Source: an optimization exercise on an open RTL-to-GDS flow (aim: small area). Production flows keep margins and buffers that such runs may drop. At most, simulation tests tie the RTL to the original design; equivalence was not proved. For run 4, only the layout was checked, not whether the RTL still works. Power figures rest on the tool's default switching activity, not on a simulated workload.

==> flow/design.v <==
module RegFile(
	input  logic clock,
	input  logic [15:0] wdata,
	input  logic [2:0] waddr,
	input  logic write,
	input  logic [2:0] raddr_a,
	output logic [15:0] rdata_a,
	input  logic [2:0] raddr_b0,    
	input  logic [2:0] raddr_b1,    
	input  logic sel_b1,
	input  logic en_b,
	output logic [15:0] rdata_b
	);
logic [6:0][15:0] x;
genvar k;
generate for (k = 0; k < 7; k = k + 1) begin : regs
	always_ff @(posedge clock)
		if (write && waddr == k) x[k] <= wdata;
end endgenerate
always_comb begin
	rdata_a = 16'd0;
	rdata_b = 16'd0;
	for (int j = 0; j < 7; j = j + 1) begin
		rdata_a = rdata_a | (x[j] & {16{raddr_a == j}});
		rdata_b = rdata_b | (x[j] & {16{en_b && (sel_b1 ? raddr_b1 == j : raddr_b0 == j)}});
	end
end
endmodule
module ALU(
	input  logic [15:0] a,
	input  logic [15:0] b,
	input  logic sub,
	output logic [15:0] sum
	);
logic [15:0] bx;
logic [16:0] c;      
logic [15:0] s0;     
logic [15:0] p;      
logic c6, c11;       
assign bx = b ^ {16{sub}};
genvar i;
generate for (i = 0; i < 16; i = i + 1) begin : add
	logic ci;
	if (i == 0)                 assign ci = sub;
	else if (i == 6 || i == 11) assign ci = 1'b0;
	else                        assign ci = c[i];
	assign s0[i] = a[i] ^ bx[i] ^ ci;
	assign c[i+1] = (a[i] & bx[i]) | (a[i] & ci) | (bx[i] & ci);
	if (i == 6 || i == 11) assign p[i] = 1'b1;
	else if (i > 6)        assign p[i] = p[i-1] & s0[i-1];
	else                   assign p[i] = 1'b0;
end endgenerate
assign c6  = c[6];
assign c11 = c[11] | (c6 & p[10] & s0[10]);
assign sum[5:0]   = s0[5:0];
assign sum[10:6]  = s0[10:6]  ^ (p[10:6]  & {5{c6}});
assign sum[15:11] = s0[15:11] ^ (p[15:11] & {5{c11}});
endmodule
module Control(
	input  logic [3:0] opcode,
	output logic is_ld,
	output logic is_st,
	output logic is_b,
	output logic is_cbz,
	output logic is_andi,
	output logic sub,        
	output logic regwrite,   
	output logic useimm,     
	output logic b_en        
	);
always_comb begin
	is_ld    = opcode == 4'd5;
	is_st    = opcode == 4'd6;
	is_b     = opcode == 4'd4;
	is_cbz   = opcode == 4'd7;
	is_andi  = opcode == 4'd9;
	sub      = opcode == 4'd1 || opcode == 4'd10;
	regwrite = opcode == 4'd0 || opcode == 4'd1 || opcode == 4'd5 ||
	           opcode == 4'd8 || opcode == 4'd9 || opcode == 4'd10;
	useimm   = opcode == 4'd5 || opcode == 4'd6 ||
	           opcode == 4'd8 || opcode == 4'd10;
	b_en     = !(opcode == 4'd5 || opcode == 4'd8 || opcode == 4'd9 || opcode == 4'd10);
end
endmodule
module PCLogic(
	input  logic clock,
	input  logic reset,
	input  logic taken,
	input  logic [14:0] simm,
	output logic [14:0] pc
	);
logic [14:0] inc;
logic [14:0] nxt;
logic [15:0] c;
assign inc = taken ? simm : 15'd1;
assign c[0] = 1'b0;
genvar i;
generate for (i = 0; i < 15; i = i + 1) begin : add
	assign nxt[i] = pc[i] ^ inc[i] ^ c[i];
	assign c[i+1] = (pc[i] & inc[i]) | (pc[i] & c[i]) | (inc[i] & c[i]);
end endgenerate
always_ff @(posedge clock)
	if (reset) pc <= 15'd0;
	else       pc <= nxt;
endmodule
module LEGLiteSingle(
	iaddr,		 
	daddr,		 
	dwrite,		 
	dread,		 
	dwdata,		 
	alu_out,	 
	clock,
	idata,		 
	ddata,		 
	reset,
	probe
	);
output [15:0] iaddr;
output [15:0] daddr;
output dwrite;
output dread;
output [15:0] dwdata;
output [15:0] alu_out;
input clock;
input [15:0] idata;
input [15:0] ddata;
input reset;
output [15:0] probe;
wire [15:0] simm = {{10{idata[11]}}, idata[11:6]};
assign probe = simm;
wire is_ld, is_st, is_b, is_cbz, is_andi, sub, regwrite, useimm, b_en;
Control ctrl(
	.opcode(idata[15:12]),
	.is_ld(is_ld), .is_st(is_st), .is_b(is_b), .is_cbz(is_cbz),
	.is_andi(is_andi), .sub(sub), .regwrite(regwrite),
	.useimm(useimm), .b_en(b_en)
	);
assign dread = is_ld;
assign dwrite = is_st;
wire [15:0] rda, rdb, wd;
RegFile rf(
	.clock(clock),
	.wdata(wd), .waddr(idata[2:0]), .write(regwrite),
	.raddr_a(idata[5:3]), .rdata_a(rda),
	.raddr_b0(idata[11:9]), .raddr_b1(idata[2:0]), .sel_b1(is_st), .en_b(b_en), .rdata_b(rdb)
	);
assign dwdata = rdb;
wire [15:0] amask = simm | {16{~is_andi}};
wire [15:0] opa = rda & amask;
wire [15:0] simmg = simm & {16{useimm}};
wire [15:0] opb = (rdb & {16{~is_st}}) | simmg;
wire [15:0] sum;
ALU alu(.a(opa), .b(opb), .sub(sub), .sum(sum));
assign daddr = sum;
assign alu_out = sum;
assign wd = is_ld ? ddata : sum;
wire zero = ~|opa;    
wire taken = is_b | (is_cbz & zero);
wire [14:0] pc;
PCLogic pcl(.clock(clock), .reset(reset), .taken(taken), .simm(simm[14:0]), .pc(pc));
assign iaddr = {pc, 1'b0};
endmodule
==> flow/flow/run.sh <==
#!/bin/bash
# Layout flow: the standard layout (standard.sh), except that synthesis maps
# the combinational logic with an area-oriented ABC script (flow/abc.script).
# Registers, their names and cell types are as in the standard synthesis.
set -euo pipefail
W=$(pwd)
F=$(cd "$(dirname "${BASH_SOURCE[0]}")" && pwd)

# ORFS's synth.tcl with the ABC script replaced
sed '/synth_preamble.tcl/a lset abc_args 1 '"$F"'/abc.script' \
    "$FLOW_HOME/scripts/synth.tcl" > "$W/area_synth.tcl"
grep -q "lset abc_args 1" "$W/area_synth.tcl"
# The standard flow's synthesis wrapper, sourcing the copy above
sed 's#source \$::env(SCRIPTS_DIR)/synth.tcl#source '"$W"'/area_synth.tcl#' \
    "$W/synth_recipe.tcl" > "$W/area_synth_recipe.tcl"
grep -q "area_synth.tcl" "$W/area_synth_recipe.tcl"
# standard.sh with that synthesis script
sed -E 's#SYNTH_SCRIPT=[^ ]+#SYNTH_SCRIPT='"$W"'/area_synth_recipe.tcl#' \
    "$W/standard.sh" > "$W/area_standard.sh"
grep -q "area_synth_recipe.tcl" "$W/area_standard.sh"

# port buffers: the smallest buffer; no dummy clock-tree loads
export BUFFER_PORTS_ARGS="-buffer_cell sky130_fd_sc_hd__buf_1"
export CTS_ARGS="-sink_clustering_enable -repair_clock_nets -dont_use_dummy_load -sink_clustering_size 8 -buf_list {sky130_fd_sc_hd__clkbuf_4} -root_buf sky130_fd_sc_hd__clkbuf_8"
# repair with small buffers (and upsizing) rather than 6x-16x buffers:
# the platform's don't-use cells plus the large buffers
DU=$(make -s -C "$FLOW_HOME" DESIGN_CONFIG="$W/config.mk" WORK_HOME="$W/orfs" print-DONT_USE_CELLS | sed -n 's/^DONT_USE_CELLS: //p')
[ -n "$DU" ]
DU="$DU sky130_fd_sc_hd__buf_6 sky130_fd_sc_hd__buf_8 sky130_fd_sc_hd__buf_12 sky130_fd_sc_hd__buf_16"
bash "$W/area_standard.sh" "DONT_USE_CELLS=$DU" finish > "$W/make_finish.log" 2>&1 || { tail -50 "$W/make_finish.log"; exit 1; }
tail -5 "$W/make_finish.log"
==> flow/flow/abc.script <==
strash
&get -n
&fraig -x
&put
scorr
dc2
strash
&get -n
&dch -f
&nf -p -a -R 1000
&put
==> flow/standard.sh <==
#!/bin/bash
# synth_recipe.tcl (not shown) runs the flow's synth.tcl, then flattens the netlist and writes it again
# the make line also repeats each setting of config.mk as NAME=value (left out here)
make -C /OpenROAD-flow-scripts/flow DESIGN_CONFIG=/design/flow/config.mk WORK_HOME=/design/flow/orfs CLKGATE_MAP_FILE= SYNTH_SCRIPT=/design/flow/synth_recipe.tcl "${@:-finish}"
==> flow/config.mk <==
export PLATFORM = sky130hd
export DESIGN_NAME = LEGLiteSingle
export DESIGN_NICKNAME = LEGLiteSingle
export VERILOG_FILES = /design/flow/design.v
export SDC_FILE = /design/flow/constraint.sdc
export NUM_CORES = 4
export LEC_CHECK = 0
export CAP_MARGIN = 0
export CORE_MARGIN = 2
export CORE_UTILIZATION = 60
export GPL_TIMING_DRIVEN = 0
export SLEW_MARGIN = 0
==> flow/constraint.sdc <==
create_clock -name core_clock -period 12.0 [get_ports {clock}]
set_input_delay 2.4000 -clock core_clock [delete_from_list [all_inputs] [get_ports {clock}]]
set_output_delay 2.4000 -clock core_clock [all_outputs]
set_load 0.01 [all_outputs]
==> results of run 1 <==
==> layer usage <==
metal / up-vias / wire, um
li1: 2327 / -
met1: 2641 / 7410
met2: 468 / 9920
met3: 84 / 2500
met4: 0 / 773
met5: - / 0
==> layout by cell type, fill, tap and decap left out, types with 4 or more instances in the layout <==
cell	synthesis	layout
edfxtp_1	112	112
buf_1	0	111
buf_4	33	52
a22oi_1	49	48
a222oi_1	41	41
fa_1	25	24
nand3_1	22	22
nor2b_1	20	19
xnor2_1	19	19
nand2_1	18	18
clkbuf_4	0	16
dfxtp_1	15	15
nor2_1	21	14
a31oi_1	13	13
a22o_1	13	13
dlygate4sd1_1	0	12
clkinv_1	13	11
mux2_1	11	11
o21ai_0	11	10
nor2_2	0	6
ha_1	6	6
xor2_1	5	5
nand3b_1	3	4
a211oi_4	0	4
==> cell families (layout without fill, tap and decap cells) <==
logic type / Yosys count / count (layout) / share of synthesized area [%]
and+or+nand+nor: 113 / 114 / 9.15
muxes: 12 / 12 / 2.02
other: 1 / 1 / 0.0566
DFF: 127 / 127 / 55.3
adders and majority gates: 31 / 31 / 8.69
xor gates and xnor gates: 24 / 24 / 3.17
buffers and inverters: 46 / 213 / 4.48
AOI/OAI and AO/OA: 141 / 141 / 17.1
==> timing repair <==
action | 4_1_cts | 5_1_grt
setup buffers | 9 | 6
setup endpoints to repair | 10 | 3
gates resized for setup | 11 | 12
cloned | 1 | 0
pin swaps | 5 | 4
==> registers in the layout, indices dropped and copies added, names as in the netlist <==
| signal | cells |
|---|---|
| rf.x | 112 |
| pcl.pc | 15 |
==> worst paths after layout <==
path,cells past startpoint,endpoint,start
setup / recovery,28,daddr[15],idata[13]
hold / removal,2,pcl.pc[0],pcl.pc[0]
setup reg to reg,24,pcl.pc[14],rf.x[60]
hold reg to reg,2,pcl.pc[0],pcl.pc[0]
==> power breakdown <==
group | internal, mW | switching [mW]
combinational | 0.175 | 0.273
sequential | 0.572 | 0.0121
clock | 0.0695 | 0.133
total | 0.817 | 0.418
==> per-stage QoR <==
stage | TNS [ns] | area (um2)
after global placement | -25.30 | 7220
after global routing | 0 | 7890
after detailed placement | -4.78 | 7520
after CTS | 0 | 7790
final | 0 | 7890
after floorplan | 0 | 6620
==> layout make-up <==
cell class | instances | area [um2]
Buffer | 33 | 248
Clock buffer | 17 | 134
Fill cell | 754 | 2900
Inverter | 13 | 51.3
Multi-Input combinational cell | 323 | 2840
Sequential cell | 127 | 3660
Tap cell | 140 | 175
Timing Repair Buffer | 150 | 777
==> worst max-delay path: stages <==
cell       delay, ns
clkbuf_2        0.18
nor3b_4         0.24
and2_4          0.18
bufbuf_16       0.30
a21o_4          0.20
nor2_2          0.13
buf_4           0.23
a222oi_1        0.36
nand3_1         0.16
a22o_1          0.29
mux2i_1         0.17
fa_1            0.48
fa_1            0.51
fa_1            0.49
fa_2            0.44
fa_1            0.46
nor2_1          0.13
and3_1          0.21
and2_1          0.17
ha_1            0.14
or2_0           0.17
nand4_1         0.13
nand2b_1        0.17
xnor2_1         0.18
xnor2_1         0.15
xor2_1          0.26
buf_4           0.15
buf_1           0.14
==> notes.md, run 1 <==
* Vias in the first global route at 5,266
* Worst Clk Skew at 0.0304 ns
* Max IR drop VDD at 0.112 mV
* Met2 Use GR at 55.2%
* Max-Cap Viols at 0
* Inserted Clock Buffers at 17
* Die width at 109 um
* Proportion of layout cells with a drive suffix above 1 at 15.7%
* Fin nets at 730
* First-pass GRT wire length at 30.2 mm
* Crit Path Class: input pin to output port
* Most frequent cell after synthesis: edfxtp_1
* Row count at 38
* Htree depth at 4
* Met1 Use GR at 47.7%
* Reg2reg setup slack at 3.37 ns
* Commonest cells in the netlist: edfxtp_1 (112), a22oi_1 (49), a222oi_1 (41)
* Root Driver: clkbuf_8
* Netlist Area Pre-Place at 6620 um2
* Min Hold Slack at 0.609 ns
* Req. time, crit path at 9.60 ns
* IO buf count at 114
* Post-synth top area share at 50.8%
* Fraction of registers with async set/reset at 0%
* PD cells at 157 nW/um2
* Largest net degree at the start of global routing at 32
* Cts hold-fix bufs at 0
* Area delta synth->final at 19.2%
* Total power at 1.23 mW
* Gpl congestion at 0.870
* Pre-CTS WS at -0.993 ns
* Worst-path fanout max at 15
* Dpl hpwl at 13.8 mm
* Yosys warns at 3
* Number of antenna diodes at 0
* Placed insts at 771
* GR peak layer: met2
* Worst-Margin Slew at 1.28 ns
* Crit share post-route at 97.2%
* Die Y at 109 um
* Hold crit path type: flop to flop
* Startpoint types: input pin
* Final Core Density at 73.1%
* Global route overflow at 0
* Initial antenna violation count at 0
* Clk buf depth at 2
* GRT Total Usage at 35.8%
* EDFF count, synth at 112
* Final period demand of the worst path at 11.66 ns
* Worst skew pair latency at 0.42 ns
* Final Max Slew Viols at 0
* Post-route ant nets at 0
* CTS tree: done
* Pleak at 2.74 nW
* Via count at 5,520
* Avg WL per Cell at 25.7 um
* Initial core utilization at 61.3%
* RSZ-0062 raised after global routing: false
* Top Ports at 116
* Outcome: timing/DRC/antenna clean
* #FFs+latches synth at 127
* Sink Count at 127
* Clock transition at path regs at 0.09 ns
* Core area at 10,800 um2
* Pre-Repair DR Iteration Count at 8
* Syn Area/Cell at 13.4 um2
* Worst Slack Setup Final at 0.340 ns
* Synth Instances at 495
* Post-synthesis sequential area ratio at 55.3%
* DIE AREA at 11,900 um2
* Top_reg_cell synth: edfxtp_1
* Crit. End Element: output port
* Routed wire length at 20.6 mm
* Yosys top cell by area: edfxtp_1
* DRC violations left at 0
* Synth top area cells: edfxtp_1 (51%), fa_1 (7.6%), a222oi_1 (6.2%)
* Layout Cells excl Fill at 803
* Achievable Freq at 0.0858 GHz
* Iteration-0 DRC Markers at 1,050
* GRT met3 Usage at 8.85%
* CP arrival at 9.26 ns
* Max-slew headroom at 14.1%
* Final hold violations at 0
* Final Setup Violations at 0
* Cell variety after synth at 43
* Vias per Instance at 6.87
==> run 2: changes to the inputs <==
--- a/flow/config.mk
+++ b/flow/config.mk
@@ -7,6 +7,6 @@
 export LEC_CHECK = 0
 export CAP_MARGIN = 0
 export CORE_MARGIN = 2
-export CORE_UTILIZATION = 60
+export CORE_UTILIZATION = 55
 export GPL_TIMING_DRIVEN = 0
 export SLEW_MARGIN = 0
==> run 2 against run 1 <==
Against the previous run:
- maximum frequency up 0.33%
- sequential share of layout area rose by 0.60 points
- global-route usage down 3.7 points
- critical endpoint unchanged
- highest routed layer unchanged
==> notes.md, run 2 <==
* Outcome: timing/DRC/antenna clean (unchanged)
* GRT met3 Usage at 10.3% (was 8.85%)
* Worst skew pair latency at 0.42 ns (about the same)
* Gpl congestion at 0.853 (was 0.870)
* Commonest non-fill, non-tap cell in the layout: buf_1 (was edfxtp_1)
* Commonest cells after routing, fill and taps aside: buf_1 (113), edfxtp_1 (112), buf_4 (53) (was edfxtp_1 (112), buf_1 (111), buf_4 (52))
* Hold crit path type: flop to flop (unchanged)
* Post-route ant nets at 0 (unchanged)
* Top_reg_cell synth: edfxtp_1 (unchanged)
* Pre-Repair DR Iteration Count at 8 (unchanged)
* Inserted Clock Buffers at 17 (unchanged)
* CP most frequent cell: fa_1 (unchanged)
* Yosys top cell by area: edfxtp_1 (unchanged)
* DIE AREA at 12,900 um2 (was 11,900 um2)
* Max-slew headroom at 7.23% (was 14.1%)
* Iteration-0 DRC Markers at 1,032 (was 1,050)
* Crit share post-route at 96.9% (was 97.2%)
* Pre-CTS WS at -0.962 ns (was -0.993 ns)
* Clock Power Share at 16.1% (was 16.4%)
* Row count at 40 (was 38)
* Clk buf depth at 2 (unchanged)
* GRT Total Usage at 32.1% (was 35.8%)
* Hold path cells at 2 (unchanged)
* Final Core Density at 65.7% (was 73.1%)
* Switching Fraction at 33.6% (was 33.9%)
* WP depth at 27 (was 28)
* Pleak at 2.65 nW (was 2.74 nW)
* Number of antenna diodes at 0 (unchanged)
* Comb pwr share at 36.3% (about the same)
* Final period demand of the worst path at 11.62 ns (was 11.66 ns)
* Max reg flops at 112 (unchanged)
* Worst path top cell family by delay: adder cells (unchanged)
* Yosys warns at 3 (unchanged)
* GR peak layer: met2 (unchanged)
* Sink Count at 127 (unchanged)
* Dpl hpwl at 13.9 mm (was 13.8 mm)
* Initial antenna violation count at 0 (unchanged)
* Fin nets at 723 (was 730)
* Syn Area/Cell at 13.4 um2 (unchanged)
* Most frequent cell after synthesis: edfxtp_1 (unchanged)
* Fraction of registers with async set/reset at 0% (unchanged)
* Synth top area cells: edfxtp_1 (51%), fa_1 (7.6%), a222oi_1 (6.2%) (unchanged)
* Startpoint types: input pin (unchanged)
* Die Y at 114 um (was 109 um)
* Worst-path fanout max at 15 (unchanged)
* Achievable Freq at 0.0860 GHz (was 0.0858 GHz)
* RSZ-0062 raised after global routing: true (was false)
* Crit Path Class: input pin to output port (unchanged)
* Clock transition at path regs at 0.11 ns (was 0.09 ns)
* Initial core utilization at 55.8% (was 61.3%)
* Avg WL per Cell at 25.4 um (was 25.7 um)
* Post-synth top area share at 50.8% (unchanged)
* Slowest CP cell: fa_1 (unchanged)
* Routed wire length at 20.4 mm (was 20.6 mm)
* Final Setup Violations at 0 (unchanged)
* Final hold violations at 0 (unchanged)
* Worst Clk Skew at 0.0553 ns (was 0.0304 ns)
* CP arrival at 9.22 ns (was 9.26 ns)
* Final Max Slew Viols at 0 (unchanged)
* Crit. End Element: output port (unchanged)
* Largest stage delay on the critical path at 0.50 ns (was 0.51 ns)
* Req. time, crit path at 9.60 ns (about the same)
* Switch Pwr at 412 uW (was 418 uW)
* Internal Pwr Total at 814 uW (was 817 uW)
* Post-synthesis sequential area ratio at 55.3% (unchanged)
* Root Driver: clkbuf_8 (unchanged)
* Cts hold-fix bufs at 0 (unchanged)
* Proportion of layout cells with a drive suffix above 1 at 15.4% (was 15.7%)
* Part of the power in registers at 47.6% (was 47.3%)
* Setup TNS at 0 ns (unchanged)
* Core area at 11,900 um2 (was 10,800 um2)
* Netlist Area Pre-Place at 6620 um2 (unchanged)
* Synth Instances at 495 (unchanged)
* Vias per Instance at 6.74 (was 6.87)
* Post-place instance area at 7520 um2 (about the same)
* Finished Cell Area at 7790 um2 (was 7890 um2)
* Layout Cells excl Fill at 803 (unchanged)
* Met2 Use GR at 50.9% (was 55.2%)
* Met1 Use GR at 41.9% (was 47.7%)
* IO buf count at 114 (unchanged)
* Largest reg by FF count: rf.x (unchanged)
* Buf/Inv on CP at 4 (was 5)
* Cell variety after synth at 43 (unchanged)
* EDFF count, synth at 112 (unchanged)
* Worst Slack Setup Final at 0.378 ns (was 0.340 ns)
* Die width at 114 um (was 109 um)
* Largest regs: rf.x x112, pcl.pc x15 (unchanged)
* Via count at 5,415 (was 5,520)
* First-pass GRT wire length at 30.0 mm (was 30.2 mm)
* R2R cell count at 24 (unchanged)
* #FFs+latches synth at 127 (unchanged)
* Max IR drop VDD at 0.143 mV (was 0.112 mV)
* PD cells at 157 nW/um2 (about the same)
* Area delta synth->final at 17.6% (was 19.2%)
* Vias in the first global route at 5,249 (was 5,266)
* DRC violations left at 0 (unchanged)
* Max-Cap Viols at 0 (unchanged)
* Worst-Margin Slew at 1.38 ns (was 1.28 ns)
* Htree depth at 4 (unchanged)
* CTS tree: done (unchanged)
* Largest net degree at the start of global routing at 32 (unchanged)
* Placed insts at 778 (was 771)
* Commonest cells in the netlist: edfxtp_1 (112), a22oi_1 (49), a222oi_1 (41) (unchanged)
* Global route overflow at 0 (unchanged)
* Top Ports at 116 (unchanged)
run 2: cells by family (layout without fill, tap and decap cells):
family,after synthesis,count (layout),synth area share [%]
AO/OA/AOI/OAI,141,141,17.1
flip-flops,127,127,55.3
AND/OR/NAND/NOR,113,114,9.15
other,1,1,0.0566
buffers and inverters,46,206,4.48
multiplexers,12,12,2.02
adder cells (fa/ha/maj),31,31,8.69
XOR/XNOR,24,24,3.17
run 2: worst register-to-register path: cells and delay by family (launching register included):
family / cells / cell delay [ns]
fa+ha+maj: 14 / 5.37
simple gates: 5 / 1.49
compound gates: 3 / 0.85
flops: 1 / 0.40
xor+xnor: 2 / 0.38
run 2: power by group through the flow:
stage | clock network, mW | logic [mW] | registers, mW
floorplan | 0 | 0.287 | 0.591
global placement | 0 | 0.416 | 0.593
detailed placement | 0 | 0.435 | 0.593
CTS | 0.202 | 0.439 | 0.583
global route | 0.216 | 0.484 | 0.586
finish | 0.198 | 0.445 | 0.584
run 2: final cells by class:
class	instances	area [um2]
Clock buffer	17	134
Multi-Input combinational cell	323	2840
Sequential cell	127	3660
Buffer	33	248
Tap cell	147	184
Timing Repair Buffer	143	673
Inverter	13	51.3
Fill cell	919	4070
run 2: path summary, 6_finish.rpt:
kind                                 from    endpoint  slack (ns)
worst max-delay path            idata[12]   daddr[15]        0.38
worst min-delay path            pcl.pc[0]   pcl.pc[0]        0.62
worst max register to register   rf.x[60]  pcl.pc[14]        3.42
worst min register to register  pcl.pc[0]   pcl.pc[0]        0.62
run 2: what timing repair did:
action,CTS,global route
endpoints found under the setup margin,10,3
buffers inserted,6,0
resized for setup,8,11
pin swaps,2,1
gates cloned,1,0
run 2: metrics by stage:
step	total power, mW	hold slack, ns
floorplan	0.878	0.629
global placement	1.01	0.585
detailed placement	1.03	0.592
CTS	1.22	0.626
global route	1.29	0.703
finish	1.23	0.625
run 2: metal layers:
layer / part of all wire, % / vias up
met5: 0 / -
met4: 2.5 / 0
met3: 13 / 46
met2: 48 / 418
met1: 37 / 2640
li1: - / 2311
==> run 3: changes to the inputs <==
--- a/flow/config.mk
+++ b/flow/config.mk
@@ -7,6 +7,6 @@
 export LEC_CHECK = 0
 export CAP_MARGIN = 0
 export CORE_MARGIN = 2
-export CORE_UTILIZATION = 55
+export CORE_UTILIZATION = 50
 export GPL_TIMING_DRIVEN = 0
 export SLEW_MARGIN = 0
==> run 3 against run 2 <==
Against the previous run:
- cell area grew 0.35%
- clock-buffer cell count is the same
- power is essentially flat
- non-clock buffer count shrank 2
- clock power is essentially flat
- global-route usage shrank 2.2 points
- core utilization shrank 5.9 points
- sequential share of layout area shrank 0.17 points
- combinational power is essentially flat
- sequential power is essentially flat
- setup slack lost 0.20 ns
==> notes.md, run 3 <==
* Outcome: timing/DRC/antenna clean (unchanged)
* CP most frequent cell: fa_1 (unchanged)
* Die width at 119 um (was 114 um)
* Crit share post-route at 98.5% (was 96.9%)
* Hold crit path type: flop to flop (unchanged)
* Reg2reg setup slack at 3.51 ns (was 3.42 ns)
* PD cells at 157 nW/um2 (about the same)
* Synth Area in Simple Gates at 9.15% (unchanged)
* Top Ports at 116 (unchanged)
* Yosys top cell by area: edfxtp_1 (unchanged)
* Worst Clk Skew at 0.0285 ns (was 0.0553 ns)
* Vias in the first global route at 5,232 (was 5,249)
* Combinational family with the most area after synthesis: compound AO/OA/AOI/OAI gates (unchanged)
* R2R cell count at 24 (unchanged)
* CTS tree: done (unchanged)
* Hold path cells at 2 (unchanged)
* Largest stage delay on the critical path at 0.51 ns (was 0.50 ns)
* Initial core utilization at 50.6% (was 55.8%)
* Avg WL per Cell at 25.6 um (was 25.4 um)
* Worst-path fanout max at 10 (was 15)
* Reg2Reg Capture Point: pcl.pc[14] (unchanged)
* Htree depth at 4 (unchanged)
* Commonest cells in the netlist: edfxtp_1 (112), a22oi_1 (49), a222oi_1 (41) (unchanged)
* Initial antenna violation count at 0 (unchanged)
* DIE AREA at 14,200 um2 (was 12,900 um2)
* Final Setup Violations at 0 (unchanged)
* RSZ-0062 raised after global routing: true (unchanged)
* Iteration-0 DRC Markers at 1,186 (was 1,032)
* Largest reg by FF count: rf.x (unchanged)
* EDFF count, synth at 112 (unchanged)
* Min Hold Slack at 0.624 ns (was 0.625 ns)
* Cell variety after synth at 43 (unchanged)
* Top_reg_cell synth: edfxtp_1 (unchanged)
* Core area at 13,100 um2 (was 11,900 um2)
* #FFs+latches synth at 127 (unchanged)
* Commonest cells after routing, fill and taps aside: edfxtp_1 (112), buf_1 (111), buf_4 (55) (was buf_1 (113), edfxtp_1 (112), buf_4 (53))
* Pleak at 2.66 nW (was 2.65 nW)
* Slowest CP cell: fa_1 (unchanged)
* Post-Synth XOR/XNOR Area at 3.17% (unchanged)
* Largest net degree at the start of global routing at 25 (was 32)
* Layout Cells excl Fill at 831 (was 803)
* Root Driver: clkbuf_8 (unchanged)
* Post-synthesis sequential area ratio at 55.3% (unchanged)
* Dpl hpwl at 14.3 mm (was 13.9 mm)
* Startpoint types: input pin (unchanged)
* Pre-Repair DR Iteration Count at 7 (was 8)
* Placed insts at 810 (was 778)
* Max-Cap Viols at 0 (unchanged)
* Largest regs: rf.x x112, pcl.pc x15 (unchanged)
* Row count at 42 (was 40)
* Synth top area cells: edfxtp_1 (51%), fa_1 (7.6%), a222oi_1 (6.2%) (unchanged)
* Number of antenna diodes at 0 (unchanged)
* DRC violations left at 0 (unchanged)
* Routed wire length at 21.3 mm (was 20.4 mm)
* CP arrival at 9.42 ns (was 9.22 ns)
* Req. time, crit path at 9.60 ns (about the same)
* Most frequent cell after synthesis: edfxtp_1 (unchanged)
* Global route overflow at 0 (unchanged)
* Worst r2r src: rf.x[60] (unchanged)
* Sink Count at 127 (unchanged)
* Post-Synth Adder-Cell Area at 8.69% (unchanged)
* Post-route ant nets at 0 (unchanged)
* Final period demand of the worst path at 11.82 ns (was 11.62 ns)
* Compound-gate portion of the synthesized area at 17.1% (unchanged)
* Max-slew headroom at 14.0% (was 7.23%)
* Proportion of layout cells with a drive suffix above 1 at 16.5% (was 15.4%)
* Clock transition at path regs at 0.09 ns (was 0.11 ns)
* IO buf count at 114 (unchanged)
* Worst path top cell family by delay: adder cells (unchanged)
* Final Max Slew Viols at 0 (unchanged)
* Fin nets at 722 (was 723)
* Worst skew pair latency at 0.43 ns (was 0.42 ns)
* Post-synth top area share at 50.8% (unchanged)
* Via count at 5,392 (was 5,415)
* Crit Path Class: input pin to output port (unchanged)
* Max IR drop VDD at 0.0987 mV (was 0.143 mV)
* First-pass GRT wire length at 30.9 mm (was 30.0 mm)
* GRT Total Usage at 29.9% (was 32.1%)
* Syn Area/Cell at 13.4 um2 (unchanged)
* Netlist Area Pre-Place at 6620 um2 (unchanged)
* Mux contribution to synthesized area at 2.02% (unchanged)
* Fraction of registers with async set/reset at 0% (unchanged)
* Area delta synth->final at 18.1% (was 17.6%)
* Max reg flops at 112 (unchanged)
* Hold path start: pcl.pc[0] (unchanged)
* Cts hold-fix bufs at 0 (unchanged)
* Clk buf depth at 2 (unchanged)
* Inserted Clock Buffers at 17 (unchanged)
* Worst-Margin Slew at 1.28 ns (was 1.38 ns)
* Buf/Inv on CP at 7 (was 4)
* Gpl congestion at 0.882 (was 0.853)
* Commonest non-fill, non-tap cell in the layout: edfxtp_1 (was buf_1)
* Final hold violations at 0 (unchanged)
* Vias per Instance at 6.49 (was 6.74)
* Yosys warns at 3 (unchanged)
* Hold-critical path endpoint: pcl.pc[0] (unchanged)
* Die Y at 119 um (was 114 um)
* Crit. End Element: output port (unchanged)
* Achievable Freq at 0.0846 GHz (was 0.0860 GHz)
* Synth Instances at 495 (unchanged)
==> run 3: cell counts after synthesis <==
Identical to the previous run, type by type.
==> run 3: through the flow <==
stage          setup slack [ns]  power [mW]  instance area, um2  utilization, %  setup TNS [ns]
6_report                  0.177        1.23                7820            59.7               0
5_1_grt                 -0.0577        1.28                7820            59.7         -0.0577
4_1_cts                  0.0168        1.22                7760            59.3               0
3_5_place_dp              -1.10        1.03                7580            57.9           -5.45
3_3_place_gp              -2.45        1.01                7270            55.6          -33.39
2_1_floorplan             0.293       0.878                6620               -               0
==> run 3: cell families after synthesis <==
kind of cell / count (synthesis)
AOI/OAI and AO/OA: 141
DFF: 127
and+or+nand+nor: 113
buffers and inverters: 46
adders and majority gates: 31
xor gates and xnor gates: 24
muxes: 12
other: 1
==> run 3: worst max-delay path by stage <==
stage | startpoint | to | slack [ns] | cells past startpoint
after global routing | idata[15] | daddr[15] | -0.06 | 28
after CTS | idata[14] | daddr[15] | 0.02 | 30
final | idata[14] | daddr[15] | 0.18 | 30
after detailed placement | idata[14] | daddr[15] | -1.10 | 29
after floorplan | idata[12] | daddr[15] | 0.29 | 24
after global placement | idata[14] | daddr[15] | -2.45 | 28
==> run 3: timing repair <==
action,4_1_cts,5_1_grt
pin swaps,0,2
setup buffers,1,2
cloned,1,1
gates resized for setup,10,9
endpoints found under the setup margin,10,3
==> run 3: power by group <==
part / internal, mW / switching, mW
Sequential: 0.572 / 0.0119
Clock: 0.0692 / 0.131
Combinational: 0.172 / 0.269
Total: 0.814 / 0.412
==> run 3: worst reg2reg max path, cell delays in order (launching register included) <==
cell and delay [ns]:
edfxtp_1 0.41, a222oi_1 0.34, a31oi_1 0.20, nor4_1 0.55, nand3_1 0.21, nor4_1 0.33, o21ai_0 0.32, or2_0 0.31
ha_1 0.19, fa_1 0.41, fa_1 0.40, fa_1 0.39, fa_1 0.42, fa_1 0.40, fa_1 0.39, fa_1 0.39
fa_1 0.38, fa_1 0.38, fa_1 0.38, fa_1 0.40, fa_1 0.39, fa_1 0.39, xor2_1 0.19, xnor2_1 0.13
nor2_1 0.05
==> run 3: cell type report <==
class / instances / area [um2]
clock buffers: 17 / 134
multi-input cells: 324 / 2850
fillers: 1093 / 5270
well taps: 176 / 220
flip-flops and latches: 127 / 3660
plain buffers: 33 / 248
inverters: 13 / 50.0
repair buffers: 141 / 653
==> run 3: metal layers <==
metal / routed length, um / global-route usage (%) / up-vias / part of all wire, %
li1: - / - / 2312 / -
met5: 0 / 0 / - / 0
met2: 10300 / 47.8 / 412 / 48
met3: 2460 / 6.66 / 37 / 12
met4: 417 / 11.2 / 0 / 2.0
met1: 8160 / 40.0 / 2631 / 38
==> run 4: changes to the inputs <==
--- a/flow/design.v
+++ b/flow/design.v
@@ -49,12 +49,28 @@
 	if (i == 6 || i == 11) assign p[i] = 1'b1;
 	else if (i > 6)        assign p[i] = p[i-1] & s0[i-1];
 	else                   assign p[i] = 1'b0;
+	if (i < 6)       assign sum[i] = s0[i];
+	else if (i < 11) IncBit inc(.s(s0[i]), .p(p[i]), .c(c6), .y(sum[i]));
+	else             IncBit inc(.s(s0[i]), .p(p[i]), .c(c11), .y(sum[i]));
 end endgenerate
-assign c6  = c[6];
-assign c11 = c[11] | (c6 & p[10] & s0[10]);
-assign sum[5:0]   = s0[5:0];
-assign sum[10:6]  = s0[10:6]  ^ (p[10:6]  & {5{c6}});
-assign sum[15:11] = s0[15:11] ^ (p[15:11] & {5{c11}});
+assign c6 = c[6];
+CarryOr c11or(.g(c[11]), .p(p[10] & s0[10]), .c(c6), .y(c11));
+endmodule
+module IncBit(
+	input  logic s,
+	input  logic p,
+	input  logic c,
+	output logic y
+	);
+assign y = s ^ (p & c);
+endmodule
+module CarryOr(
+	input  logic g,
+	input  logic p,
+	input  logic c,
+	output logic y
+	);
+assign y = g | (p & c);
 endmodule
 module Control(
 	input  logic [3:0] opcode,
--- a/flow/flow/run.sh
+++ b/flow/flow/run.sh
@@ -1,6 +1,7 @@
 #!/bin/bash
 # Layout flow: the standard layout (standard.sh), except that synthesis maps
-# the combinational logic with an area-oriented ABC script (flow/abc.script).
+# the combinational logic with an area-oriented ABC script (flow/abc.script)
+# and keeps the modules IncBit and CarryOr apart until after mapping.
 # Registers, their names and cell types are as in the standard synthesis.
 set -euo pipefail
 W=$(pwd)
@@ -27,5 +28,5 @@
 DU=$(make -s -C "$FLOW_HOME" DESIGN_CONFIG="$W/config.mk" WORK_HOME="$W/orfs" print-DONT_USE_CELLS | sed -n 's/^DONT_USE_CELLS: //p')
 [ -n "$DU" ]
 DU="$DU sky130_fd_sc_hd__buf_6 sky130_fd_sc_hd__buf_8 sky130_fd_sc_hd__buf_12 sky130_fd_sc_hd__buf_16"
-bash "$W/area_standard.sh" "DONT_USE_CELLS=$DU" finish > "$W/make_finish.log" 2>&1 || { tail -50 "$W/make_finish.log"; exit 1; }
+bash "$W/area_standard.sh" "DONT_USE_CELLS=$DU" "SYNTH_KEEP_MODULES=IncBit CarryOr" finish > "$W/make_finish.log" 2>&1 || { tail -50 "$W/make_finish.log"; exit 1; }
 tail -5 "$W/make_finish.log"
==> run 4 against run 3 <==
Against the previous run:
- non-clock buffer count up 3
- global-route usage decreased by 0.60 points
- final cell count increased by 2.4%
- first-iteration DRC count shrank 13%
- sequential power barely moved
- sequential share of layout area shrank 0.067 points
- clock-buffer cell count unchanged
- hold slack improved by 0.0035 ns
- critical path depth fell by 9
- critical endpoint unchanged
- setup slack improved by 0.12 ns
==> notes.md, run 4 <==
* Outcome: timing/DRC/antenna clean (unchanged)
* Largest regs: rf.x x112, pcl.pc x15 (unchanged)
* Global route overflow at 0 (unchanged)
* Syn Area/Cell at 13.0 um2 (was 13.4 um2)
* Worst-path fanout max at 11 (was 10)
* Max IR drop VDD at 0.0874 mV (was 0.0987 mV)
* GRT Total Usage at 29.3% (was 29.9%)
* Sink Count at 127 (unchanged)
* Pleak at 2.65 nW (was 2.66 nW)
* Routed wire length at 20.7 mm (was 21.3 mm)
* DRC violations left at 0 (unchanged)
* Post-route ant nets at 0 (unchanged)
* Synth Instances at 518 (was 495)
* Routed met2 length at 9.31 mm (was 10.3 mm)
* Fin nets at 739 (was 722)
* Final hold violations at 0 (unchanged)
* Worst skew pair latency at 0.42 ns (was 0.43 ns)
* Crit. End Element: output port (unchanged)
* Synth top area cells: edfxtp_1 (50%), fa_1 (7.4%), a222oi_1 (6.1%) (was edfxtp_1 (51%), fa_1 (7.6%), a222oi_1 (6.2%))
* Pre-CTS WS at 0.0999 ns (was -1.10 ns)
* Dpl hpwl at 14.1 mm (was 14.3 mm)
* Hold crit path type: flop to flop (unchanged)
* # fillers at 1,094 (was 1,093)
* Largest net degree at the start of global routing at 32 (was 25)
* Cell Chain, Critical Path: buf_1, nand3b_1, clkinv_1, or4_1, a21oi_2, buf_4, nand2_1, nand3_1, a22o_1, mux2i_1, fa_1, fa_1, fa_1, fa_1, clkinv_1, fa_1, a21o_1, nand2_1, xnor2_1, buf_4, buf_1
* Fraction of registers with async set/reset at 0% (unchanged)
* Avg WL per Cell at 24.3 um (was 25.6 um)
* Row count at 42 (unchanged)
* Area delta synth->final at 16.2% (was 18.1%)
* Post-synth top area share at 49.9% (was 50.8%)
* Vias per Instance at 6.28 (was 6.49)
* Max-slew headroom at 18.9% (was 14.0%)
* Netlist Area Pre-Place at 6740 um2 (was 6620 um2)
* Highest routed metal layer: met4 (unchanged)
* Commonest cells after routing, fill and taps aside: buf_1 (113), edfxtp_1 (112), buf_4 (57) (was edfxtp_1 (112), buf_1 (111), buf_4 (55))
* Worst-Margin Slew at 1.21 ns (was 1.28 ns)
* Largest stage delay on the critical path at 0.63 ns (was 0.51 ns)
* Slowest CP cell: clkinv_1 (was fa_1)
* RSZ-0062 raised after global routing: false (was true)
* Worst Slack Setup Final at 0.300 ns (was 0.177 ns)
* First-pass GRT wire length at 30.5 mm (was 30.9 mm)
* Clk buf depth at 2 (unchanged)
* Inserted Clock Buffers at 17 (unchanged)
* Commonest cells in the netlist: edfxtp_1 (112), a22oi_1 (44), a222oi_1 (41) (was edfxtp_1 (112), a22oi_1 (49), a222oi_1 (41))
* CTS tree: done (unchanged)
* Vias in the first global route at 5,147 (was 5,232)
* Initial core utilization at 51.1% (was 50.6%)
* PD cells at 161 nW/um2 (was 157 nW/um2)
* Post-place instance area at 7640 um2 (was 7580 um2)
* IO buf count at 114 (unchanged)
* Cell variety after synth at 40 (was 43)
* Worst path top cell family by delay: adder cells (unchanged)
* Buf/Inv on CP at 6 (was 7)
* Pre-Repair DR Iteration Count at 8 (was 7)
* Core area at 13,200 um2 (was 13,100 um2)
* Top_reg_cell synth: edfxtp_1 (unchanged)
* Gpl congestion at 0.829 (was 0.882)
* Met1 Routed Length at 8.70 mm (was 8.16 mm)
* Yosys warns at 3 (unchanged)
* Area of the multi-input gates at 2830 um2 (was 2850 um2)
* Achievable Freq at 0.0855 GHz (was 0.0846 GHz)
* Setup TNS at 0 ns (unchanged)
* Die width at 120 um (was 119 um)
* Final Setup Violations at 0 (unchanged)
* EDFF count, synth at 112 (unchanged)
* Root Driver: clkbuf_8 (unchanged)
* Max reg flops at 112 (unchanged)
* Final Max Slew Viols at 0 (unchanged)
* Crit share post-route at 97.5% (was 98.5%)
* Post-CTS Resized at 0 (was 10)
* Htree depth at 4 (unchanged)
* Most frequent cell after synthesis: edfxtp_1 (unchanged)
* Via count at 5,346 (was 5,392)
* Final period demand of the worst path at 11.70 ns (was 11.82 ns)
* Finished Cell Area at 7830 um2 (was 7820 um2)
* #FFs+latches synth at 127 (unchanged)
* Yosys top cell by area: edfxtp_1 (unchanged)
* Commonest non-fill, non-tap cell in the layout: buf_1 (was edfxtp_1)
* Top Ports at 116 (unchanged)
* Req. time, crit path at 9.60 ns (about the same)
* Iteration-0 DRC Markers at 1,027 (was 1,186)
* Sequential Area at 3660 um2 (unchanged)
* Initial antenna violation count at 0 (unchanged)
* Die Y at 120 um (was 119 um)
* Worst Clk Skew at 0.0446 ns (was 0.0285 ns)
* Largest reg by FF count: rf.x (unchanged)
* CP most frequent cell: fa_1 (unchanged)
* Number of antenna diodes at 0 (unchanged)
* Proportion of layout cells with a drive suffix above 1 at 14.4% (was 16.5%)
* Crit Path Class: input pin to output port (unchanged)
* CP arrival at 9.30 ns (was 9.42 ns)
* Clock transition at path regs at 0.11 ns (was 0.09 ns)
* Startpoint types: input pin (unchanged)
* Total power at 1.26 mW (was 1.23 mW)
* Post-synthesis sequential area ratio at 54.4% (was 55.3%)
* Max-Cap Viols at 0 (unchanged)
* Final Core Density at 59.4% (was 59.7%)
* Met3 wire length at 2.18 mm (was 2.46 mm)
* DIE AREA at 14,400 um2 (was 14,200 um2)
==> run 4: kinds of logic (layout without fill, tap and decap cells) <==
| group | after synthesis | in the layout | share of synthesized area, % |
|---|---|---|---|
| compound gates | 139 | 139 | 16.8 |
| flops | 127 | 127 | 54.4 |
| simple gates | 121 | 122 | 9.27 |
| buf+inv | 58 | 213 | 5.41 |
| xor+xnor | 30 | 30 | 3.90 |
| fa+ha+maj | 28 | 28 | 7.99 |
| mux | 13 | 13 | 2.15 |
| other cells | 2 | 3 | 0.112 |
==> run 4: repair_timing <==
item                                    CTS  global route
buffers inserted                          0             5
hold buffers                              0             0
endpoints found under the setup margin    0            11
==> run 4: metal layers <==
metal	up-vias	track usage, %
li1	2355	-
met2	340	43.3
met3	43	7.37
met1	2608	41.7
met4	0	11.3
met5	-	0
==> run 4: report_power, final <==
| part | internal, mW | switching (mW) |
|---|---|---|
| clock network | 0.0694 | 0.131 |
| registers | 0.571 | 0.0118 |
| logic | 0.189 | 0.285 |
==> run 4: layout make-up <==
class | count | share of cell area (%)
clock buffer | 17 | 1.71
timing repair buffer | 138 | 7.83
tap | 176 | 2.81
multi-input combinational | 335 | 36.2
inverter | 19 | 0.911
sequential | 127 | 46.8
buffer | 39 | 3.74
==> run 4: per-stage QoR <==
step / std cells / hold WS [ns]
after floorplan: 519 / 0.629
after global placement: 809 / 0.577
after detailed placement: 828 / 0.598
after CTS: 845 / 0.630
after global routing: 851 / 0.641
final: 851 / 0.628
==> run 4: tightest hold or removal path, stage by stage (launching register included) <==
cell and delay [ns]:
dfxtp_1 0.36, ha_1 0.13, nor2b_1 0.11
==> run 4: path summary, 6_finish.rpt <==
path              from         end  slack [ns]  cells after the start
max reg2reg   rf.x[43]  pcl.pc[14]        3.60                     24
max          idata[12]   daddr[15]        0.30                     21
min          pcl.pc[0]   pcl.pc[0]        0.63                      2
min reg2reg  pcl.pc[0]   pcl.pc[0]        0.63                      2
==> run 4: modules after synthesis (local to each module, per instance) <==
module / copies in the design / cell area (um2) / cells
CarryOr: 1 / 7.51 / 1
IncBit: 10 / 12.5 / 2
LEGLiteSingle: 1 / 6600 / 497
==> run 5: changes to the inputs <==
--- a/flow/design.v
+++ b/flow/design.v
@@ -49,53 +49,42 @@
 	if (i == 6 || i == 11) assign p[i] = 1'b1;
 	else if (i > 6)        assign p[i] = p[i-1] & s0[i-1];
 	else                   assign p[i] = 1'b0;
-	if (i < 6)       assign sum[i] = s0[i];
-	else if (i < 11) IncBit inc(.s(s0[i]), .p(p[i]), .c(c6), .y(sum[i]));
-	else             IncBit inc(.s(s0[i]), .p(p[i]), .c(c11), .y(sum[i]));
 end endgenerate
-assign c6 = c[6];
-CarryOr c11or(.g(c[11]), .p(p[10] & s0[10]), .c(c6), .y(c11));
-endmodule
-module IncBit(
-	input  logic s,
-	input  logic p,
-	input  logic c,
-	output logic y
-	);
-assign y = s ^ (p & c);
-endmodule
-module CarryOr(
-	input  logic g,
-	input  logic p,
-	input  logic c,
-	output logic y
-	);
-assign y = g | (p & c);
+assign c6  = c[6];
+assign c11 = c[11] | (c6 & p[10] & s0[10]);
+assign sum[5:0]   = s0[5:0];
+assign sum[10:6]  = s0[10:6]  ^ (p[10:6]  & {5{c6}});
+assign sum[15:11] = s0[15:11] ^ (p[15:11] & {5{c11}});
 endmodule
 module Control(
 	input  logic [3:0] opcode,
-	output logic is_ld,
-	output logic is_st,
-	output logic is_b,
-	output logic is_cbz,
-	output logic is_andi,
+	output logic is_ld,      
+	output logic is_st,      
+	output logic is_b,       
+	output logic is_cbz,     
+	output logic regwrite,   
+	output logic ld_data,    
+	output logic is_andi,    
 	output logic sub,        
-	output logic regwrite,   
 	output logic useimm,     
-	output logic b_en        
+	output logic b_en,       
+	output logic b_rt,       
+	output logic b_keep      
 	);
 always_comb begin
 	is_ld    = opcode == 4'd5;
 	is_st    = opcode == 4'd6;
 	is_b     = opcode == 4'd4;
 	is_cbz   = opcode == 4'd7;
-	is_andi  = opcode == 4'd9;
-	sub      = opcode == 4'd1 || opcode == 4'd10;
 	regwrite = opcode == 4'd0 || opcode == 4'd1 || opcode == 4'd5 ||
 	           opcode == 4'd8 || opcode == 4'd9 || opcode == 4'd10;
-	useimm   = opcode == 4'd5 || opcode == 4'd6 ||
-	           opcode == 4'd8 || opcode == 4'd10;
-	b_en     = !(opcode == 4'd5 || opcode == 4'd8 || opcode == 4'd9 || opcode == 4'd10);
+	ld_data  = opcode[2];
+	is_andi  = opcode[3] & opcode[0];
+	sub      = opcode[3] ? opcode[1] : (opcode[0] & ~opcode[2]);
+	useimm   = opcode[3] ? ~opcode[0] : opcode[2];
+	b_en     = ~opcode[3] & ~(opcode[2] & opcode[0]);
+	b_rt     = opcode[1];
+	b_keep   = ~opcode[2];
 end
 endmodule
 module PCLogic(
@@ -145,12 +134,12 @@
 output [15:0] probe;
 wire [15:0] simm = {{10{idata[11]}}, idata[11:6]};
 assign probe = simm;
-wire is_ld, is_st, is_b, is_cbz, is_andi, sub, regwrite, useimm, b_en;
+wire is_ld, is_st, is_b, is_cbz, regwrite, ld_data, is_andi, sub, useimm, b_en, b_rt, b_keep;
 Control ctrl(
 	.opcode(idata[15:12]),
 	.is_ld(is_ld), .is_st(is_st), .is_b(is_b), .is_cbz(is_cbz),
-	.is_andi(is_andi), .sub(sub), .regwrite(regwrite),
-	.useimm(useimm), .b_en(b_en)
+	.regwrite(regwrite), .ld_data(ld_data), .is_andi(is_andi), .sub(sub),
+	.useimm(useimm), .b_en(b_en), .b_rt(b_rt), .b_keep(b_keep)
 	);
 assign dread = is_ld;
 assign dwrite = is_st;
@@ -159,18 +148,18 @@
 	.clock(clock),
 	.wdata(wd), .waddr(idata[2:0]), .write(regwrite),
 	.raddr_a(idata[5:3]), .rdata_a(rda),
-	.raddr_b0(idata[11:9]), .raddr_b1(idata[2:0]), .sel_b1(is_st), .en_b(b_en), .rdata_b(rdb)
+	.raddr_b0(idata[11:9]), .raddr_b1(idata[2:0]), .sel_b1(b_rt), .en_b(b_en), .rdata_b(rdb)
 	);
 assign dwdata = rdb;
 wire [15:0] amask = simm | {16{~is_andi}};
 wire [15:0] opa = rda & amask;
 wire [15:0] simmg = simm & {16{useimm}};
-wire [15:0] opb = (rdb & {16{~is_st}}) | simmg;
+wire [15:0] opb = (rdb & {16{b_keep}}) | simmg;
 wire [15:0] sum;
 ALU alu(.a(opa), .b(opb), .sub(sub), .sum(sum));
 assign daddr = sum;
 assign alu_out = sum;
-assign wd = is_ld ? ddata : sum;
+assign wd = ld_data ? ddata : sum;
 wire zero = ~|opa;    
 wire taken = is_b | (is_cbz & zero);
 wire [14:0] pc;
--- a/flow/flow/run.sh
+++ b/flow/flow/run.sh
@@ -1,7 +1,6 @@
 #!/bin/bash
 # Layout flow: the standard layout (standard.sh), except that synthesis maps
-# the combinational logic with an area-oriented ABC script (flow/abc.script)
-# and keeps the modules IncBit and CarryOr apart until after mapping.
+# the combinational logic with an area-oriented ABC script (flow/abc.script).
 # Registers, their names and cell types are as in the standard synthesis.
 set -euo pipefail
 W=$(pwd)
@@ -28,5 +27,5 @@
 DU=$(make -s -C "$FLOW_HOME" DESIGN_CONFIG="$W/config.mk" WORK_HOME="$W/orfs" print-DONT_USE_CELLS | sed -n 's/^DONT_USE_CELLS: //p')
 [ -n "$DU" ]
 DU="$DU sky130_fd_sc_hd__buf_6 sky130_fd_sc_hd__buf_8 sky130_fd_sc_hd__buf_12 sky130_fd_sc_hd__buf_16"
-bash "$W/area_standard.sh" "DONT_USE_CELLS=$DU" "SYNTH_KEEP_MODULES=IncBit CarryOr" finish > "$W/make_finish.log" 2>&1 || { tail -50 "$W/make_finish.log"; exit 1; }
+bash "$W/area_standard.sh" "DONT_USE_CELLS=$DU" finish > "$W/make_finish.log" 2>&1 || { tail -50 "$W/make_finish.log"; exit 1; }
 tail -5 "$W/make_finish.log"
==> run 5 against run 4 <==
Against the previous run:
- still clean
- sequential power down 8.7%
- cell area shrank 1.9%
- critical path depth grew 2
- clock skew increased by 0.0065 ns
- sequential cell count did not move
- first-iteration DRC count fell by 10%
- clock-buffer cell count is the same
- critical endpoint unchanged
- largest cell class unchanged
==> notes.md, run 5 <==
* First-pass GRT wire length at 31.4 mm (was 30.5 mm)
* Syn Area/Cell at 13.3 um2 (was 13.0 um2)
* Worst path top cell family by delay: adder cells (unchanged)
* Worst-path fanout max at 9 (was 11)
* Pre-Repair DR Iteration Count at 7 (was 8)
* Worst Slack Setup Final at 0.233 ns (was 0.300 ns)
* Total power at 1.06 mW (was 1.26 mW)
* Largest stage delay on the critical path at 0.82 ns (was 0.63 ns)
* Finished Cell Area at 7680 um2 (was 7830 um2)
* Initial antenna violation count at 0 (unchanged)
* Post-route ant nets at 0 (unchanged)
* CP most frequent cell: fa_1 (unchanged)
* CP arrival at 9.37 ns (was 9.30 ns)
* Die Y at 119 um (was 120 um)
* Crit. End Element: output port (unchanged)
* Inserted Clock Buffers at 17 (unchanged)
* Comb pwr share at 31.3% (was 37.7%)
* Achievable Freq at 0.0850 GHz (was 0.0855 GHz)
* Post-place instance area at 7510 um2 (was 7640 um2)
* Clk buf depth at 2 (unchanged)
* Buf/Inv on CP at 5 (was 6)
* Startpoint types: input pin (unchanged)
* Routed wire length at 20.7 mm (about the same)
* Most frequent cell after synthesis: edfxtp_1 (unchanged)
* Via count at 5,357 (was 5,346)
* Crit share post-route at 98.1% (was 97.5%)
* Internal Pwr Total at 724 uW (was 830 uW)
* Cell Chain, Critical Path: buf_1, nor3b_2, buf_4, a22oi_1, a31oi_1, mux2i_1, fa_1, fa_1, fa_1, fa_1, fa_1, clkinv_1, nand4_1, nor2b_1, ha_1, or2_0, nand4_1, nand2b_1, xnor2_1, xnor2_1, xnor2_1, buf_4, buf_1 (was buf_1, nand3b_1, clkinv_1, or4_1, a21oi_2, buf_4, nand2_1, nand3_1, a22o_1, mux2i_1, fa_1, fa_1, fa_1, fa_1, clkinv_1, fa_1, a21o_1, nand2_1, xnor2_1, buf_4, buf_1)
* Cell variety after synth at 36 (was 40)
* Crit Path Class: input pin to output port (unchanged)
* Commonest cells after routing, fill and taps aside: edfxtp_1 (112), buf_1 (111), buf_4 (53) (was buf_1 (113), edfxtp_1 (112), buf_4 (57))
* Setup Buffers After CTS at 0 (unchanged)
* Root Driver: clkbuf_8 (unchanged)
* Global route overflow at 0 (unchanged)
* Worst Clk Skew at 0.0511 ns (was 0.0446 ns)
* RSZ-0062 raised after global routing: false (unchanged)
* Avg WL per Cell at 25.1 um (was 24.3 um)
* Iteration-0 DRC Markers at 924 (was 1,027)
* Commonest cells in the netlist: edfxtp_1 (112), a22oi_1 (48), a222oi_1 (35) (was edfxtp_1 (112), a22oi_1 (44), a222oi_1 (41))
* PD cells at 138 nW/um2 (was 161 nW/um2)
* Htree depth at 4 (unchanged)
* Part of the power in registers at 50.2% (was 46.4%)
* EDFF count, synth at 112 (unchanged)
* Setup TNS at 0 ns (unchanged)
* Yosys warns at 3 (unchanged)
* Core area at 13,100 um2 (was 13,200 um2)
* #FFs+latches synth at 127 (unchanged)
* Netlist Area Pre-Place at 6630 um2 (was 6740 um2)
* Max-slew headroom at 29.8% (was 18.9%)
* Largest regs: rf.x x112, pcl.pc x15 (unchanged)
* Max-Cap Viols at 0 (unchanged)
* Fraction of registers with async set/reset at 0% (unchanged)
* Final period demand of the worst path at 11.77 ns (was 11.70 ns)
* Worst-Margin Slew at 1.05 ns (was 1.21 ns)
* Synth top area cells: edfxtp_1 (51%), fa_1 (7.6%), a22oi_1 (5.4%) (was edfxtp_1 (50%), fa_1 (7.4%), a222oi_1 (6.1%))
* Max reg flops at 112 (unchanged)
* Final Setup Violations at 0 (unchanged)
* Final hold violations at 0 (unchanged)
* Synth Instances at 497 (was 518)
* Initial core utilization at 50.6% (was 51.1%)
* Proportion of layout cells with a drive suffix above 1 at 15.1% (was 14.4%)
* Commonest non-fill, non-tap cell in the layout: edfxtp_1 (was buf_1)
* Die width at 119 um (was 120 um)
* Post-synthesis sequential area ratio at 55.3% (was 54.4%)
* Top Ports at 116 (unchanged)
* Fin nets at 716 (was 739)
* Max IR drop VDD at 0.113 mV (was 0.0874 mV)
* CTS tree: done (unchanged)
* Yosys top cell by area: edfxtp_1 (unchanged)
* Final Max Slew Viols at 0 (unchanged)
* Vias per Instance at 6.49 (was 6.28)
* Post-synth top area share at 50.8% (was 49.9%)
* Switching Fraction at 31.7% (was 34.0%)
* Slowest CP cell: nor3b_2 (was clkinv_1)
* Sink Count at 127 (unchanged)
* Req. time, crit path at 9.60 ns (about the same)
* Number of antenna diodes at 0 (unchanged)
* Switch Pwr at 336 uW (was 428 uW)
* Top_reg_cell synth: edfxtp_1 (unchanged)
* Gpl congestion at 0.889 (was 0.829)
* Area delta synth->final at 15.8% (was 16.2%)
* DRC violations left at 0 (unchanged)
* Largest net degree at the start of global routing at 29 (was 32)
* IO buf count at 114 (unchanged)
* DIE AREA at 14,200 um2 (was 14,400 um2)
* Clock transition at path regs at 0.08 ns (was 0.11 ns)
* Dpl hpwl at 14.3 mm (was 14.1 mm)
* Vias in the first global route at 5,366 (was 5,147)
* Largest reg by FF count: rf.x (unchanged)
* Pleak at 2.63 nW (was 2.65 nW)
* Row count at 42 (unchanged)
* Outcome: timing/DRC/antenna clean (unchanged)
* Clock Power Share at 18.5% (was 15.9%)
* Hold crit path type: flop to flop (unchanged)
* Pre-CTS WS at -0.856 ns (was 0.0999 ns)
* Worst skew pair latency at 0.43 ns (was 0.42 ns)
* GRT Total Usage at 30.3% (was 29.3%)
==> run 5: changes by cell type after synthesis, sizes merged, moves of 5 or more <==
| cell | change |
|---|---|
| xor2 | +12 |
| nand2b | +7 |
| nand2 | -7 |
| buf | -6 |
| xnor2 | -16 |
| a22o | +6 |
| a222oi | -6 |
| a211oi | -5 |
| clkinv | -11 |
==> run 5: area by class of cell <==
class / instances / area (um2)
buffer: 33 / 248
clock buffer: 17 / 134
fill: 1131 / 5410
inverter: 8 / 31.3
multi-input combinational: 329 / 2770
sequential: 127 / 3660
tap: 176 / 220
timing repair buffer: 135 / 607
==> run 5: cell families after synthesis <==
| logic type | Yosys count | synth area share (%) |
|---|---|---|
| AO/OA/AOI/OAI | 140 | 16.9 |
| XOR/XNOR | 26 | 3.44 |
| adder cells (fa/ha/maj) | 31 | 8.69 |
| buffers and inverters | 41 | 4.19 |
| flip-flops | 127 | 55.3 |
| multiplexers | 12 | 2.02 |
| other | 1 | 0.0566 |
| AND/OR/NAND/NOR | 119 | 9.44 |
==> run 5: power groups by stage <==
stage | Combinational (mW) | Sequential (mW) | Clock [mW]
5_1_grt | 0.361 | 0.533 | 0.220
3_3_place_gp | 0.317 | 0.542 | 0
4_1_cts | 0.331 | 0.532 | 0.200
6_report | 0.332 | 0.532 | 0.196
3_5_place_dp | 0.329 | 0.542 | 0
2_1_floorplan | 0.212 | 0.541 | 0
==> run 5: final timing paths <==
kind         slack (ns)         end  cells after the start       from
max                0.23   daddr[15]                     23   idata[5]
min                0.60   pcl.pc[0]                      2  pcl.pc[0]
max reg2reg        3.08  pcl.pc[14]                     25   rf.x[12]
min reg2reg        0.60   pcl.pc[0]                      2  pcl.pc[0]
==> run 5: worst reg2reg max path: cells and delay by family (launching register included) <==
kind / cells / cell delay [ns]
compound gates: 3 / 0.74
xor+xnor: 2 / 0.34
fa+ha+maj: 14 / 5.40
flops: 1 / 0.41
simple gates: 6 / 1.87
==> run 5: metrics by stage <==
stage | utilization, % | cells | hold slack [ns]
2_1_floorplan | - | 497 | 0.629
3_3_place_gp | 55.6 | 787 | 0.588
3_5_place_dp | 57.4 | 808 | 0.584
4_1_cts | 58.6 | 825 | 0.607
5_1_grt | 58.7 | 825 | 0.634
6_report | 58.7 | 825 | 0.597
==> run 5: what timing repair did <==
action,4_1_cts,5_1_grt
gates cloned,0,0
hold buffers,0,0
hold endpoints to repair,0,0
endpoints found under the setup margin,9,3
gates resized for setup,6,6
==> run 5: layer usage <==
layer	vias to the layer above	wire length, um	track usage, %
met1	2584	8230	41.4
met3	78	2430	7.23
met2	395	9230	46.2
met4	0	846	13.5
met5	-	0	0
li1	2300	-	-
==> run 6: changes to the inputs <==
--- a/flow/flow/run.sh
+++ b/flow/flow/run.sh
@@ -2,6 +2,8 @@
 # Layout flow: the standard layout (standard.sh), except that synthesis maps
 # the combinational logic with an area-oriented ABC script (flow/abc.script).
 # Registers, their names and cell types are as in the standard synthesis.
+# The floorplan removes the buffers synthesis put on pass-through wires
+# (REMOVE_ABC_BUFFERS); placement then buffers every port as usual.
 set -euo pipefail
 W=$(pwd)
 F=$(cd "$(dirname "${BASH_SOURCE[0]}")" && pwd)
@@ -27,5 +29,5 @@
 DU=$(make -s -C "$FLOW_HOME" DESIGN_CONFIG="$W/config.mk" WORK_HOME="$W/orfs" print-DONT_USE_CELLS | sed -n 's/^DONT_USE_CELLS: //p')
 [ -n "$DU" ]
 DU="$DU sky130_fd_sc_hd__buf_6 sky130_fd_sc_hd__buf_8 sky130_fd_sc_hd__buf_12 sky130_fd_sc_hd__buf_16"
-bash "$W/area_standard.sh" "DONT_USE_CELLS=$DU" finish > "$W/make_finish.log" 2>&1 || { tail -50 "$W/make_finish.log"; exit 1; }
+bash "$W/area_standard.sh" "DONT_USE_CELLS=$DU" REMOVE_ABC_BUFFERS=1 finish > "$W/make_finish.log" 2>&1 || { tail -50 "$W/make_finish.log"; exit 1; }
 tail -5 "$W/make_finish.log"
==> run 6 against run 5 <==
Against the previous run:
- wire length shrank 2.2%
- synthesized cell count unchanged
- highest routed layer unchanged
- global-route usage decreased by 1.2 points
- sequential cell count unchanged
- clock skew shrank 0.012 ns
- clock-buffer cell count stayed put
- critical endpoint unchanged
- clock power grew 2%
==> notes.md, run 6 <==
* Outcome: timing/DRC/antenna clean (unchanged)
* Req. time, crit path at 9.60 ns (about the same)
* DIE AREA at 14,200 um2 (unchanged)
* Top_reg_cell synth: edfxtp_1 (unchanged)
* Global route overflow at 0 (unchanged)
* IO buf count at 114 (unchanged)
* Commonest cells after routing, fill and taps aside: buf_1 (112), edfxtp_1 (112), a22oi_1 (48) (was edfxtp_1 (112), buf_1 (111), buf_4 (53))
* Worst skew pair latency at 0.43 ns (about the same)
* Final hold violations at 0 (unchanged)
* Part of the power in registers at 52.3% (was 50.2%)
* Clk buf depth at 2 (unchanged)
* Syn Area/Cell at 13.3 um2 (unchanged)
* Fin nets at 683 (was 716)
* Pre-Repair DR Iteration Count at 6 (was 7)
* Synth Instances at 497 (unchanged)
* Initial core utilization at 50.6% (unchanged)
* Crit Path Class: input pin to output port (unchanged)
* Hold-critical path endpoint: pcl.pc[0] (unchanged)
* Yosys top cell by area: edfxtp_1 (unchanged)
* Gpl congestion at 0.812 (was 0.889)
* Proportion of layout cells with a drive suffix above 1 at 10.2% (was 15.1%)
* Most frequent cell after synthesis: edfxtp_1 (unchanged)
* Dpl hpwl at 13.6 mm (was 14.3 mm)
* Initial antenna violation count at 0 (unchanged)
* Max IR drop VDD at 0.0897 mV (was 0.113 mV)
* Final Max Slew Viols at 0 (unchanged)
* Vias in the first global route at 5,232 (was 5,366)
* Total power at 1.02 mW (was 1.06 mW)
* DRC violations left at 0 (unchanged)
* Synth top area cells: edfxtp_1 (51%), fa_1 (7.6%), a22oi_1 (5.4%) (unchanged)
* Cts hold-fix bufs at 0 (unchanged)
* Worst r2r src: rf.x[12] (unchanged)
* Cell variety after synth at 36 (unchanged)
* Max-Cap Viols at 0 (unchanged)
* Hold path start: pcl.pc[0] (unchanged)
* Number of antenna diodes at 0 (unchanged)
* Switching Fraction at 32.2% (was 31.7%)
* CTS tree: done (unchanged)
* Largest net degree at the start of global routing at 29 (unchanged)
* Yosys warns at 3 (unchanged)
* Row count at 42 (unchanged)
* Htree depth at 4 (unchanged)
* Via count at 5,213 (was 5,357)
* Pre-CTS WS at -0.704 ns (was -0.856 ns)
* Largest reg by FF count: rf.x (unchanged)
* Min Hold Slack at 0.615 ns (was 0.597 ns)
* Root Driver: clkbuf_8 (unchanged)
* Crit share post-route at 94.9% (was 98.1%)
* Worst Slack Setup Final at 0.608 ns (was 0.233 ns)
* Switch Pwr at 328 uW (was 336 uW)
* Largest regs: rf.x x112, pcl.pc x15 (unchanged)
* Netlist Area Pre-Place at 6630 um2 (unchanged)
* Post-synthesis sequential area ratio at 55.3% (unchanged)
* Pleak at 2.45 nW (was 2.63 nW)
* Crit. End Element: output port (unchanged)
* Post-route ant nets at 0 (unchanged)
* CP arrival at 8.99 ns (was 9.37 ns)
* First-pass GRT wire length at 30.2 mm (was 31.4 mm)
* Worst-path fanout max at 17 (was 9)
* GRT Total Usage at 29.1% (was 30.3%)
* Max-slew headroom at 32.0% (was 29.8%)
* Achievable Freq at 0.0878 GHz (was 0.0850 GHz)
* Vias per Instance at 6.58 (was 6.49)
* Final period demand of the worst path at 11.39 ns (was 11.77 ns)
* #FFs+latches synth at 127 (unchanged)
* Commonest cells in the netlist: edfxtp_1 (112), a22oi_1 (48), a222oi_1 (35) (unchanged)
* Max reg flops at 112 (unchanged)
* Layout Cells excl Fill at 792 (was 825)
* Hold path cells at 2 (unchanged)
* Area delta synth->final at 11.6% (was 15.8%)
* Avg WL per Cell at 25.6 um (was 25.1 um)
* Reg2reg setup slack at 3.26 ns (was 3.08 ns)
* Fraction of registers with async set/reset at 0% (unchanged)
* Placed insts at 775 (was 808)
* Final Setup Violations at 0 (unchanged)
* Startpoint types: input pin (unchanged)
* Clock Power Share at 19.7% (was 18.5%)
* Routed wire length at 20.3 mm (was 20.7 mm)
* Die Y at 119 um (unchanged)
* Iteration-0 DRC Markers at 866 (was 924)
* Worst-Margin Slew at 1.02 ns (was 1.05 ns)
* Core area at 13,100 um2 (unchanged)
* Worst Clk Skew at 0.0394 ns (was 0.0511 ns)
* R2R cell count at 25 (unchanged)
* Hold crit path type: flop to flop (unchanged)
* Internal Pwr Total at 689 uW (was 724 uW)
* Post-synth top area share at 50.8% (unchanged)
* Sink Count at 127 (unchanged)
* Comb pwr share at 28.0% (was 31.3%)
* Reg2Reg Capture Point: pcl.pc[14] (unchanged)
* EDFF count, synth at 112 (unchanged)
* Die width at 119 um (unchanged)
* Clock transition at path regs at 0.07 ns (was 0.08 ns)
* RSZ-0062 raised after global routing: false (unchanged)
* PD cells at 137 nW/um2 (was 138 nW/um2)
* Inserted Clock Buffers at 17 (unchanged)
* Top Ports at 116 (unchanged)
run 6: worst max path at each step:
stage	startpoint	endpoint	slack (ns)
after CTS	idata[14]	alu_out[15]	0.16
after floorplan	idata[15]	alu_out[15]	1.32
after detailed placement	idata[14]	alu_out[15]	-0.70
after global routing	idata[13]	alu_out[15]	0.22
final	idata[14]	daddr[15]	0.61
after global placement	idata[14]	daddr[15]	-2.03
run 6: worst max-delay path, cell delays in order:
cell	delay, ns
clkbuf_2	0.36
nand2_1	0.20
nand2b_1	0.27
a21oi_2	0.60
buf_4	0.32
a222oi_1	0.09
nand3_1	0.16
a22o_1	0.21
mux2i_1	0.12
fa_1	0.48
fa_1	0.48
fa_1	0.48
fa_1	0.48
fa_1	0.44
clkinv_1	0.09
nand4_1	0.12
nor2b_1	0.15
ha_1	0.15
or2_0	0.23
nand4_1	0.20
nand2b_1	0.20
xnor2_1	0.21
xnor2_1	0.11
xnor2_1	0.25
buf_1	0.18
run 6: timing repair:
action | in CTS | in global routing
setup endpoints to repair | 10 | 3
setup buffers | 0 | 0
gates resized for setup | 2 | 5
run 6: logic make-up after synthesis:
group                    after synthesis  synth area share [%]
AO/OA/AOI/OAI                        140                  16.9
buffers and inverters                 41                  4.19
other                                  1                0.0566
XOR/XNOR                              26                  3.44
adder cells (fa/ha/maj)               31                  8.69
multiplexers                          12                  2.02
flip-flops                           127                  55.3
AND/OR/NAND/NOR                      119                  9.44
run 6: final cells by class:
cell class              count  area (um2)
flip-flops and latches    127        3660
multi-input cells         329        2760
inverters                   8        35.0
well taps                 176         220
clock buffers              17         134
fillers                  1102        5690
repair buffers            135         588
run 6: per-stage QoR:
step | instance area, um2 | setup TNS (ns) | utilization [%]
final | 7400 | 0 | 56.5
after global routing | 7400 | 0 | 56.5
after CTS | 7390 | 0 | 56.5
after detailed placement | 7250 | -2.39 | 55.4
after global placement | 7030 | -25.22 | 53.7
after floorplan | 6380 | 0 | -
run 6: power by group through the flow:
| stage | Clock (mW) | Sequential (mW) | Combinational (mW) |
|---|---|---|---|
| 2_1_floorplan | 0 | 0.541 | 0.171 |
| 5_1_grt | 0.223 | 0.533 | 0.309 |
| 3_3_place_gp | 0 | 0.541 | 0.274 |
| 3_5_place_dp | 0 | 0.542 | 0.283 |
| 4_1_cts | 0.205 | 0.532 | 0.284 |
| 6_report | 0.200 | 0.532 | 0.284 |
run 6: metal layers:
| metal | global-route usage [%] | vias to the layer above | wire length (um) |
|---|---|---|---|
| met2 | 44.9 | 417 | 9470 |
| met4 | 13.1 | 0 | 490 |
| met1 | 38.3 | 2527 | 7880 |
| met3 | 8.48 | 44 | 2450 |
| met5 | 0 | - | 0 |
| li1 | - | 2225 | - |
